What follows belongs to an exercise in optimizing a design on an open flow for small area, a short achievable clock period and few clock cycles; a production flow would make more cautious choices.
Function was checked by simulation only, so behaviour that the tests miss may differ from the original.
No activity file was given, so power comes from the tool's default toggle rates.

==> design/flow/run.sh <==
#!/bin/bash
# synth_recipe.tcl (not shown) runs the flow's synth.tcl, then flattens the netlist and writes it again
# the make line also repeats each setting of config.mk as NAME=value (left out here)
make -C /OpenROAD-flow-scripts/flow DESIGN_CONFIG=/design/flow/config.mk WORK_HOME=/design/flow/orfs CLKGATE_MAP_FILE= SYNTH_SCRIPT=/design/flow/synth_recipe.tcl finish
==> design/flow/config.mk <==
export PLATFORM = sky130hd
export DESIGN_NAME = mips
export DESIGN_NICKNAME = mips
export VERILOG_FILES = /design/flow/design.v
export SDC_FILE = /design/flow/constraint.sdc
export NUM_CORES = 4
export LEC_CHECK = 0
export CAP_MARGIN = 20
export CORE_MARGIN = 2
export CORE_UTILIZATION = 40
export PLACE_DENSITY = 0.6
export SLEW_MARGIN = 20
==> design/flow/constraint.sdc <==
create_clock -name core_clock -period 10.0 [get_ports {clk}]
set_input_delay 2.0000 -clock core_clock [delete_from_list [all_inputs] [get_ports {clk}]]
set_output_delay 2.0000 -clock core_clock [all_outputs]
set_load 0.01 [all_outputs]
==> design/flow/design.v <==
module alu (
    input logic [2:0] ALUOp,
    input logic [31:0] a,b,
    output logic [31:0] out,
    output logic zero
);
logic [31:0] res;
always_comb begin : ALU
    case (ALUOp)
        3'b000 : res = a & b;
        3'b001 : res = a | b;
        3'b010 : res = a + b;
        3'b110 : res = a - b;
        3'b111 : res = (a < b) ? 32'h0000_0001 : 32'h0000_0000;
        default: res = 32'h0000_0000;
    endcase
end
always_comb begin
    zero = (res == '0) ? 1'b1 : 1'b0;
    out = res;
end
endmodule
module ALUcontrol (
    input   logic [5:0] func,
    input   logic [1:0] ALUCtrl,
    output  logic [2:0] ALUOp
);
always_comb begin : FunctionControl
    case (ALUCtrl)
        2'b00 : begin 
				case (func)
					6'b100000: ALUOp = 3'b010;  
                    6'b100010: ALUOp = 3'b110;  
                    6'b100100: ALUOp = 3'b000;  
                    6'b100101: ALUOp = 3'b001;  
                    6'b101010: ALUOp = 3'b111;  
					default : ALUOp = 3'b000;
				endcase
				end
        2'b01 : ALUOp = 3'b010;  
        2'b10 : ALUOp = 3'b110;  
        2'b11 : ALUOp = 3'b000;  
        default : ALUOp = 3'b000;
    endcase
end
endmodule
module pc (
	input logic clk, rst, PCSrc, Branch,
    input logic [31:0] pc_offset,pc_jmp,
	output logic [31:0] pc
);
logic [31:0] pc_d,pc_inc;
logic [9:0] pc_q;  
logic [31:0] offshift;
always_comb begin : PCoffset
    offshift = pc_offset;  
end
always_comb begin : ADD
    pc_inc  = {22'b0, pc_q} + 1;  
end
always_comb begin : mux
    case ({PCSrc,Branch})
        2'b00: pc_d = pc_inc;
        2'b01: pc_d = offshift + pc_inc;
        2'b10: pc_d = pc_jmp;
        default: pc_d = pc_inc;
    endcase
end
always_ff @( posedge clk ) begin : PC
    if (rst) begin
        pc_q <= 0;
    end else begin
        pc_q <= pc_d[9:0];
    end
end
always_comb pc = {22'b0, pc_q};
endmodule
module instmem (
   input logic clk,rst,
   input logic [31:0] read_addr,
   input logic [31:0] mem_data,
   output logic [31:0] inst
);
   always_ff @(posedge clk ) begin : InstructionMemory
      if (rst) begin
         inst <= 0;
      end 
      else begin
         inst <= mem_data;
      end
   end
endmodule
module regmem 
#(parameter SIZE = 31)  
(
		input  logic 		clk,
		input  logic   		rst,
		input  logic [4:0]  R_reg1,R_reg2,W_reg,
		input  logic 		regWrite,
		input  logic [31:0]	W_data,
		output logic [31:0]	R_data1,R_data2
		);
	logic [32*(SIZE+1)-1:0] mem_array;
	genvar g;
	generate
		for (g = 0; g <= SIZE; g = g+1) begin : regs
			always_ff @(posedge clk) begin : RegMem
				if (rst)
					mem_array[32*g +: 32] <= 0;
				else if (regWrite && (W_reg == g))
					mem_array[32*g +: 32] <= W_data;
			end
		end
	endgenerate
      always_comb begin : RegRead
         if (rst) begin
            R_data1 = 0;
            R_data2 = 0;
         end else begin
            R_data1 = mem_array[32*R_reg1 +: 32];
            R_data2 = mem_array[32*R_reg2 +: 32];
         end
      end
endmodule
module datapath (
    input logic clk,rst,
    input logic RegWrite,RegDst,MemRead,MemWrite,ALUSrc,MemToReg,PCSrc,Branch,
	 input logic [2:0] ALUOp,
	output logic zero,
	output logic [5:0] func, opcode,
    output logic [9:0]  imem_addr,
    input  logic [31:0] imem_data,
    output logic [9:0]  d_addr,
    output logic        d_wr,
    output logic [31:0] d_wdata,
    input  logic [31:0] d_rdata
);
logic [31:0] instruction,sign_extend;
logic [25:0] pc_jmp;
logic [31:0] pc_fetch;
logic [31:0] toW_data,toA,toB,r_data2,alu_out,toMemMux;
logic [4:0] toW_reg;
pc InstructionFetch(
	.clk(clk),
	.rst(rst), 
	.PCSrc(PCSrc),
	.Branch(Branch),
    .pc_offset(sign_extend),
	.pc_jmp(pc_jmp),
	.pc(pc_fetch)
);
instmem InstructionMemory(
	.clk(clk),
	.rst(rst),
	.read_addr(pc_fetch), 
	.mem_data(imem_data),
    .inst(instruction)
); 
always_comb begin : muxW_reg
    toW_reg = (RegDst) ? instruction[15:11] : instruction[20:16];
end
regmem Registers(
		.clk(clk),
		.rst(rst),
		.R_reg1(instruction[25:21]),
        .R_reg2(instruction[20:16]),
        .W_reg(toW_reg),
		.regWrite(RegWrite),  
		.W_data(toW_data),
		.R_data1(toA),
        .R_data2(r_data2)
		);
always_comb begin : signExtend
	sign_extend = (instruction[15]==0) ? {16'h0000,instruction[15:0]} : {16'hFFFF,instruction[15:0]};
end
always_comb begin : muxtoALU
    toB = (ALUSrc) ? sign_extend : r_data2;
end
alu ALU(
    .ALUOp(ALUOp),  
    .a(toA),
    .b(toB),
    .out(alu_out),
	.zero(zero)
);
always_comb begin : DataMemory
    d_addr   = alu_out[9:0];
    d_wr     = MemWrite;
    d_wdata  = r_data2;
    toMemMux = d_rdata;
end
always_comb imem_addr = pc_fetch[9:0];
always_comb begin : muxMemToReg
    toW_data = (MemToReg) ? toMemMux : alu_out;
end
always_comb begin : assignations
	opcode = instruction[31:26];
	func = instruction[5:0];
	pc_jmp = instruction[25:0];
end
endmodule
module controlunit (
    input logic clk,rst,
    input logic [5:0] opcode,
    input logic zero,
    output logic RegDst,
    output logic Branch,
    output logic MemRead,
    output logic MemToReg,
    output logic [1:0]ALUCtrl,
    output logic MemWrite,
    output logic ALUSrc,
    output logic RegWrite,
    output logic PCSrc
);
localparam logic [5:0] RType = 6'h00;
localparam logic [5:0] ADDI  = 6'h08;
localparam logic [5:0] LW    = 6'h23;
localparam logic [5:0] SW    = 6'h2B;
localparam logic [5:0] BEQ   = 6'h04;
localparam logic [5:0] JMP   = 6'h02;
		always_comb begin
		Branch      = '0;  
		RegDst      = '0;
		RegWrite    = '0;
		ALUSrc      = '0;
		ALUCtrl     = 2'b00;
		MemWrite    = '0;
		MemRead     = '0;
		MemToReg    = '0;
		PCSrc       = '0;
			case (opcode)
					RType: begin
                        Branch    = 1'b0;
                        RegDst    = 1'b1;
                        RegWrite  = 1'b1;
                        ALUSrc    = 1'b0;
                        ALUCtrl   = 2'b00;
                        MemWrite  = 1'b0;
                        MemRead   = 1'b0;
                        MemToReg  = 1'b0;
					end
                    ADDI: begin
                        Branch  = 1'b0;
                        RegDst  = 1'b0;
                        RegWrite = 1'b1;
                        ALUSrc = 1'b1;
                        ALUCtrl = 2'b01;
                        MemWrite = 1'b0;
                        MemRead = 1'b0;
                        MemToReg = 1'b0;
                    end
                    LW: begin
                        Branch = 1'b0;
                        RegDst = 1'b0;
                        RegWrite = 1'b1;
                        ALUSrc = 1'b1;
                        ALUCtrl = 2'b01;
                        MemWrite = 1'b0;
                        MemRead = 1'b1;
                        MemToReg = 1'b1;
                    end
                    SW: begin
                        Branch = 1'b0;
                        RegDst = 1'b0;
                        RegWrite = 1'b0;
                        ALUSrc = 1'b1;
                        ALUCtrl = 2'b01;
                        MemWrite = 1'b1;
                        MemRead = 1'b0;
                        MemToReg = 1'b0;
                    end
                    BEQ: begin
                        RegDst = 1'b0;
                        RegWrite = 1'b0;
                        ALUSrc = 1'b0;
                        ALUCtrl = 2'b10;
                        MemWrite = 1'b0;
                        MemRead = 1'b0;
                        MemToReg = 1'b0;
                        PCSrc = 1'b0;
                        Branch = (zero=='1);
                    end
                    JMP: begin
                        PCSrc = 1'b1;
                        RegDst = 1'b0;
                        RegWrite = 1'b0;
                        ALUSrc = 1'b1;
                        ALUCtrl = 2'b10;
                        MemWrite = 1'b0;
                        MemRead = 1'b0;
                        MemToReg = 1'b0;
                    end
                    default: begin
                        Branch = 1'b0;
                        RegDst = 1'b0;
                        RegWrite = 1'b0;
                        ALUSrc = 1'b0;
                        ALUCtrl = 2'b00;
                        MemWrite = 1'b0;
                        MemRead = 1'b0;
                        MemToReg = 1'b0;
                        PCSrc = 1'b0;
                    end
			endcase
		end
endmodule
module mips (
    input  logic        clk,rst,
    output logic [9:0]  imem_addr,
    input  logic [31:0] imem_data,
    output logic [9:0]  d_addr,
    output logic        d_wr,
    output logic [31:0] d_wdata,
    input  logic [31:0] d_rdata
);
logic RegWrite,RegDst,MemRead,MemWrite,ALUSrc,MemToReg,PCSrc,zero,Branch;
logic [2:0] ALUOp;
logic [1:0] ALUCtrl;
logic [5:0] func, opcode;
datapath Datapath(.*);
controlunit ControlUnit(.*);
ALUcontrol ALUControl(.*);
endmodule
==> impl_metrics.xml <==
<?xml version="1.0" encoding="UTF-8"?>
<metrics>
  <group name="cts">
    <metric name="h-tree-depth" unit="">3</metric>
    <metric name="cts_sinks" unit="">1066</metric>
    <metric name="clk_path_buf_depth" unit="">3</metric>
    <metric name="cts_setup_buffers" unit="">0</metric>
    <metric name="cts-buffers-inserted" unit="">115</metric>
    <metric name="cts_hold_buf" unit="">0</metric>
    <metric name="later_pin_clock_latency_in_the_skew_report" unit="ns">0.77</metric>
    <metric name="clock_tree_from_tritoncts" unit="">done</metric>
    <metric name="cts.reportedPaths.clkPinSlew" unit="ns">0.06</metric>
    <metric name="clock-root-buffer" unit="">sky130_fd_sc_hd__clkbuf_16</metric>
    <metric name="post_cts_resize_count" unit="">0</metric>
  </group>
  <group name="timing">
    <metric name="report.final.slew_viol_count" unit="">0</metric>
    <metric name="rsz0062_at_grt" unit="">no</metric>
    <metric name="timing.setup.tns" unit="ns">0</metric>
    <metric name="max_clock_freq" unit="MHz">110</metric>
    <metric name="setup_ws" unit="ns">0.935</metric>
    <metric name="clock_skew" unit="ns">0.0603</metric>
    <metric name="maxSlewHeadroom" unit="">0.242</metric>
    <metric name="hold_viol" unit="">0</metric>
    <metric name="finalSetupViolations" unit="">0</metric>
    <metric name="fin_crit_sh" unit="">0.907</metric>
    <metric name="tightest_pin_transition" unit="ns">1.14</metric>
    <metric name="finalCriticalPeriod" unit="ns">9.07</metric>
  </group>
  <group name="cells_and_area">
    <metric name="syn2layout_area_growth" unit="%">11.9</metric>
    <metric name="drive_gt1_frac" unit="">0.177</metric>
    <metric name="insertedDiodeCount" unit="">0</metric>
    <metric name="finish.utilization" unit="">0.450</metric>
    <metric name="finish.net_count" unit="">6411</metric>
    <metric name="layout.cells.non_filler" unit="">8240</metric>
    <metric name="stdcell_area" unit="sq mm">0.0656</metric>
    <metric name="filler_cell_count" unit="">13800</metric>
  </group>
  <group name="yosys">
    <metric name="synthDistinctLibCells" unit="">77</metric>
    <metric name="ys_seq_elements" unit="">1066</metric>
    <metric name="synth_nets" unit="">6650</metric>
    <metric name="synth_async_sr_flop_share" unit="">0</metric>
    <metric name="postSynthCellCount" unit="">6463</metric>
    <metric name="syn_area_per_cell" unit="sq um">9.06</metric>
    <metric name="yosys_warnings" unit="">8</metric>
    <metric name="synthFlopType" unit="">sky130_fd_sc_hd__dfxtp_1</metric>
    <metric name="part_of_the_yosys_area_used_for_sequential_elements" unit="">0.364</metric>
    <metric name="synth-edff-count" unit="">0</metric>
    <metric name="synthesis.area" unit="sq mm">0.0586</metric>
  </group>
  <group name="route">
    <metric name="vias_post_dr" unit="">51509</metric>
    <metric name="detail-route-antenna-nets" unit="">0</metric>
    <metric name="route.detailed.wl_per_inst" unit="um">27.4</metric>
    <metric name="drt-total-wl" unit="um">226000</metric>
    <metric name="drt_iter0_drc" unit="">6532</metric>
    <metric name="post-route-drc-count" unit="">0</metric>
    <metric name="drt_first_pass_iters" unit="">6</metric>
    <metric name="viasPerCell" unit="">6.25</metric>
  </group>
  <group name="floorplanning">
    <metric name="die_height" unit="um">387</metric>
    <metric name="chipWidth" unit="um">387</metric>
    <metric name="core_area" unit="sq mm">0.146</metric>
    <metric name="row_count" unit="">140</metric>
    <metric name="dieArea" unit="sq mm">0.150</metric>
    <metric name="floorplan.io_pins" unit="">119</metric>
    <metric name="initial_cell_density_of_the_core" unit="">0.402</metric>
  </group>
  <group name="placed_design">
    <metric name="gpl.final_weighted_congestion" unit="">0.976</metric>
    <metric name="numPlacedInstances" unit="">8024</metric>
    <metric name="place_worst_setup_slack" unit="ns">1.57</metric>
    <metric name="postPlaceCellArea" unit="sq mm">0.0615</metric>
    <metric name="dp_hpwl" unit="um">142000</metric>
    <metric name="portBuffers" unit="">118</metric>
  </group>
  <group name="global_route">
    <metric name="grt.met3_usage" unit="">0.0671</metric>
    <metric name="gr-max-usage-layer" unit="">met2</metric>
    <metric name="met2_routing_resource_usage_after_global_routing" unit="">0.453</metric>
    <metric name="grt_start_max_net_pins" unit="">97</metric>
    <metric name="antenna_found_initial" unit="">4</metric>
    <metric name="grt-ovfl-total" unit="">0</metric>
    <metric name="first_global_vias" unit="">48341</metric>
    <metric name="grt_use_total" unit="">0.292</metric>
    <metric name="wire_length_of_the_first_global_routing_pass" unit="um">329000</metric>
    <metric name="globalRouteMet1Util" unit="">0.394</metric>
  </group>
  <group name="worst_setup_path">
    <metric name="required_time_at_the_endpoint_of_the_critical_path" unit="ns">8.00</metric>
    <metric name="crit_arrival" unit="ns">7.07</metric>
    <metric name="reg2reg_slack" unit="ns">1.66</metric>
    <metric name="critical_path_launch_point_type" unit="">register</metric>
    <metric name="critical_path_endpoint_category" unit="">primary output</metric>
    <metric name="crit_type" unit="">reg -&gt; out</metric>
    <metric name="crit_path_max_fanout" unit="">47</metric>
  </group>
  <group name="pwr">
    <metric name="power-per-cell-area" unit="mW/mm^2">146</metric>
    <metric name="power_leakage" unit="nW">21.5</metric>
    <metric name="ir_drop" unit="mV">0.135</metric>
  </group>
  <group name="min_path">
    <metric name="worst_hold_path_type" unit="">reg -&gt; reg</metric>
  </group>
  <group name="run">
    <metric name="cap_viol_max_count" unit="">0</metric>
  </group>
  <group name="outcome">
    <metric name="run_status" unit="">complete, no violations</metric>
  </group>
</metrics>
power breakdown:
| group | switching (mW) | total [mW] | internal, mW | leakage [nW] |
|---|---|---|---|---|
| Clock | 1.93 | 4.55 | 2.62 | 1.99 |
| Combinational | 0.464 | 0.708 | 0.243 | 10.9 |
| Sequential | 0.0624 | 4.32 | 4.26 | 8.60 |
final timing paths:
| check | cells past startpoint | from | to |
|---|---|---|---|
| worst min-delay path | 2 | Datapath.Registers.mem_array[463] | Datapath.Registers.mem_array[463] |
| worst max register to register | 25 | Datapath.InstructionMemory.inst[17] | Datapath.InstructionFetch.pc_q[9] |
| worst min register to register | 2 | Datapath.Registers.mem_array[463] | Datapath.Registers.mem_array[463] |
| worst max-delay path | 16 | Datapath.InstructionMemory.inst[17] | d_addr[0] |
flip-flops by register name, summed over array words and instances, names as in the netlist:
signal / count
Datapath.InstructionFetch.pc_q: 10
Datapath.Registers.mem_array: 1024
Datapath.InstructionMemory.inst: 32
cells by family after synthesis:
logic type	share of synthesized area
AND/OR/NAND/NOR	0.167
buffers and inverters	0.0485
multiplexers	0.250
adder cells (fa/ha/maj)	0.0262
AO/OA/AOI/OAI	0.139
flip-flops	0.364
XOR/XNOR	0.00464
stage by stage:
| stage | total power [mW] | hold slack [ns] |
|---|---|---|
| 2_1_floorplan | 4.84 | 0.439 |
| 3_3_place_gp | 5.11 | 0.445 |
| 3_5_place_dp | 5.11 | 0.456 |
| 4_1_cts | 9.61 | 0.463 |
| 5_1_grt | 9.83 | 0.480 |
| 6_report | 9.58 | 0.459 |
worst max-delay path, stage by stage (launching register included):
cell	delay, ns
sky130_fd_sc_hd__dfxtp_4	0.93
sky130_fd_sc_hd__buf_4	0.67
sky130_fd_sc_hd__buf_4	0.53
sky130_fd_sc_hd__mux4_2	0.41
sky130_fd_sc_hd__mux4_2	0.46
sky130_fd_sc_hd__nand2_1	0.08
sky130_fd_sc_hd__a21oi_1	0.19
sky130_fd_sc_hd__nand2_1	0.13
sky130_fd_sc_hd__nand2_1	0.08
sky130_fd_sc_hd__ha_1	0.59
sky130_fd_sc_hd__nor2b_1	0.19
sky130_fd_sc_hd__nand2_1	0.16
sky130_fd_sc_hd__a21oi_1	0.06
sky130_fd_sc_hd__o31ai_1	0.50
sky130_fd_sc_hd__a21boi_0	0.25
sky130_fd_sc_hd__a31oi_1	0.36
sky130_fd_sc_hd__clkdlybuf4s50_1	0.62
final cells by class:
cell class | count | area, sq um | area share
Clock buffer | 170 | 3440 | 0.0524
Clock inverter | 46 | 602 | 0.00918
Inverter | 116 | 448 | 0.00683
Multi-Input combinational cell | 4650 | 34800 | 0.531
Sequential cell | 1066 | 21400 | 0.326
Tap cell | 1917 | 2400 | 0.0366
Timing Repair Buffer | 275 | 2490 | 0.0380
routing by layer:
metal  share of wire  up-vias
met1            0.40    25412
li1                -    22589
met4           0.044        2
met2            0.45     2921
met5        0.000044        -
met3            0.11      585
synthesized netlist by cell type (9+ instances only):
master,instances,area share
sky130_fd_sc_hd__nand2_1,1261,0.081
sky130_fd_sc_hd__dfxtp_1,1066,0.36
sky130_fd_sc_hd__a21oi_1,882,0.075
sky130_fd_sc_hd__mux4_2,640,0.25
sky130_fd_sc_hd__nor2_1,604,0.039
sky130_fd_sc_hd__clkbuf_1,514,0.033
sky130_fd_sc_hd__o21ai_0,295,0.025
sky130_fd_sc_hd__nand3_1,284,0.024
sky130_fd_sc_hd__ha_1,118,0.025
sky130_fd_sc_hd__inv_1,115,0.0074
sky130_fd_sc_hd__buf_1,97,0.0062
sky130_fd_sc_hd__a211oi_1,80,0.010
sky130_fd_sc_hd__nor2b_1,53,0.0057
sky130_fd_sc_hd__nand2b_1,50,0.0053
sky130_fd_sc_hd__nor3_1,31,0.0026
sky130_fd_sc_hd__xnor2_1,27,0.0040
sky130_fd_sc_hd__mux2i_1,23,0.0039
sky130_fd_sc_hd__o21ai_1,22,0.0019
sky130_fd_sc_hd__a21o_1,18,0.0023
sky130_fd_sc_hd__a221oi_1,18,0.0027
sky130_fd_sc_hd__buf_2,18,0.0015
sky130_fd_sc_hd__o211ai_1,18,0.0023
sky130_fd_sc_hd__o21a_1,15,0.0019
sky130_fd_sc_hd__o21bai_1,14,0.0018
sky130_fd_sc_hd__nand4_1,13,0.0014
sky130_fd_sc_hd__nor4_1,13,0.0014
sky130_fd_sc_hd__o31ai_1,13,0.0017
sky130_fd_sc_hd__a211o_1,11,0.0016
sky130_fd_sc_hd__or2_2,10,0.0011
sky130_fd_sc_hd__a31oi_1,9,0.00096
sky130_fd_sc_hd__and2_1,9,0.00096
sky130_fd_sc_hd__o221ai_1,9,0.0013
sky130_fd_sc_hd__or3_1,9,0.00096
placed cells by master, fill, tap and decap left out, types with 14 or more instances in the layout:
master,n
sky130_fd_sc_hd__o21ai_1,21
sky130_fd_sc_hd__buf_4,147
sky130_fd_sc_hd__o21ai_0,294
sky130_fd_sc_hd__o21bai_1,14
sky130_fd_sc_hd__nor2_2,18
sky130_fd_sc_hd__clkbuf_8,31
sky130_fd_sc_hd__o21a_1,15
sky130_fd_sc_hd__nand3_1,284
sky130_fd_sc_hd__ha_1,118
sky130_fd_sc_hd__xnor2_1,27
sky130_fd_sc_hd__clkbuf_1,22
sky130_fd_sc_hd__mux2i_1,19
sky130_fd_sc_hd__a21oi_1,870
sky130_fd_sc_hd__a21o_1,18
sky130_fd_sc_hd__nor3_1,31
sky130_fd_sc_hd__inv_1,113
sky130_fd_sc_hd__dfxtp_1,1057
sky130_fd_sc_hd__nand2b_1,50
sky130_fd_sc_hd__a211oi_1,80
sky130_fd_sc_hd__nand2_2,32
sky130_fd_sc_hd__clkinv_2,24
sky130_fd_sc_hd__o211ai_1,18
sky130_fd_sc_hd__clkdlybuf4s50_1,117
sky130_fd_sc_hd__nor2b_1,53
sky130_fd_sc_hd__nand2_1,1229
sky130_fd_sc_hd__a221oi_1,18
sky130_fd_sc_hd__nor2_1,565
sky130_fd_sc_hd__mux4_2,640
sky130_fd_sc_hd__clkbuf_16,117
sky130_fd_sc_hd__nor2_4,21
Testbench counts, summed over its fixed seeds: cycles 101,700.

-- what the ideal ports hide --
No port has a modelled driver above. Below, the same layout with a new extraction and two added sets of constraints. Step 1 sets driving cells, clkbuf_16 on the clock port and buf_2 on the other inputs (assumed; they add their load-dependent delay and slew). Step 2 adds t to the input delays and takes it off the output delays; t is the mean of the earliest and latest rising clock arrival at the registers after step 1. Input paths then give back, and output paths get back, about the clock's delay inside the block. a / b / c = ideal ports / drivers / drivers and shift; a / b = the first two.
t (ns): 0.824
setup WS [ns]: 0.935 / 0.855 / 1.366
hold WS [ns]: 0.459 / 0.459 / 0.459
worst setup path at the end: input to register
worst data-port slew with drivers (ns): 0.06
After both steps this run still meets setup and hold. The setup slack of this run moves by -0.080 ns with the drivers and by +0.431 ns with both steps.
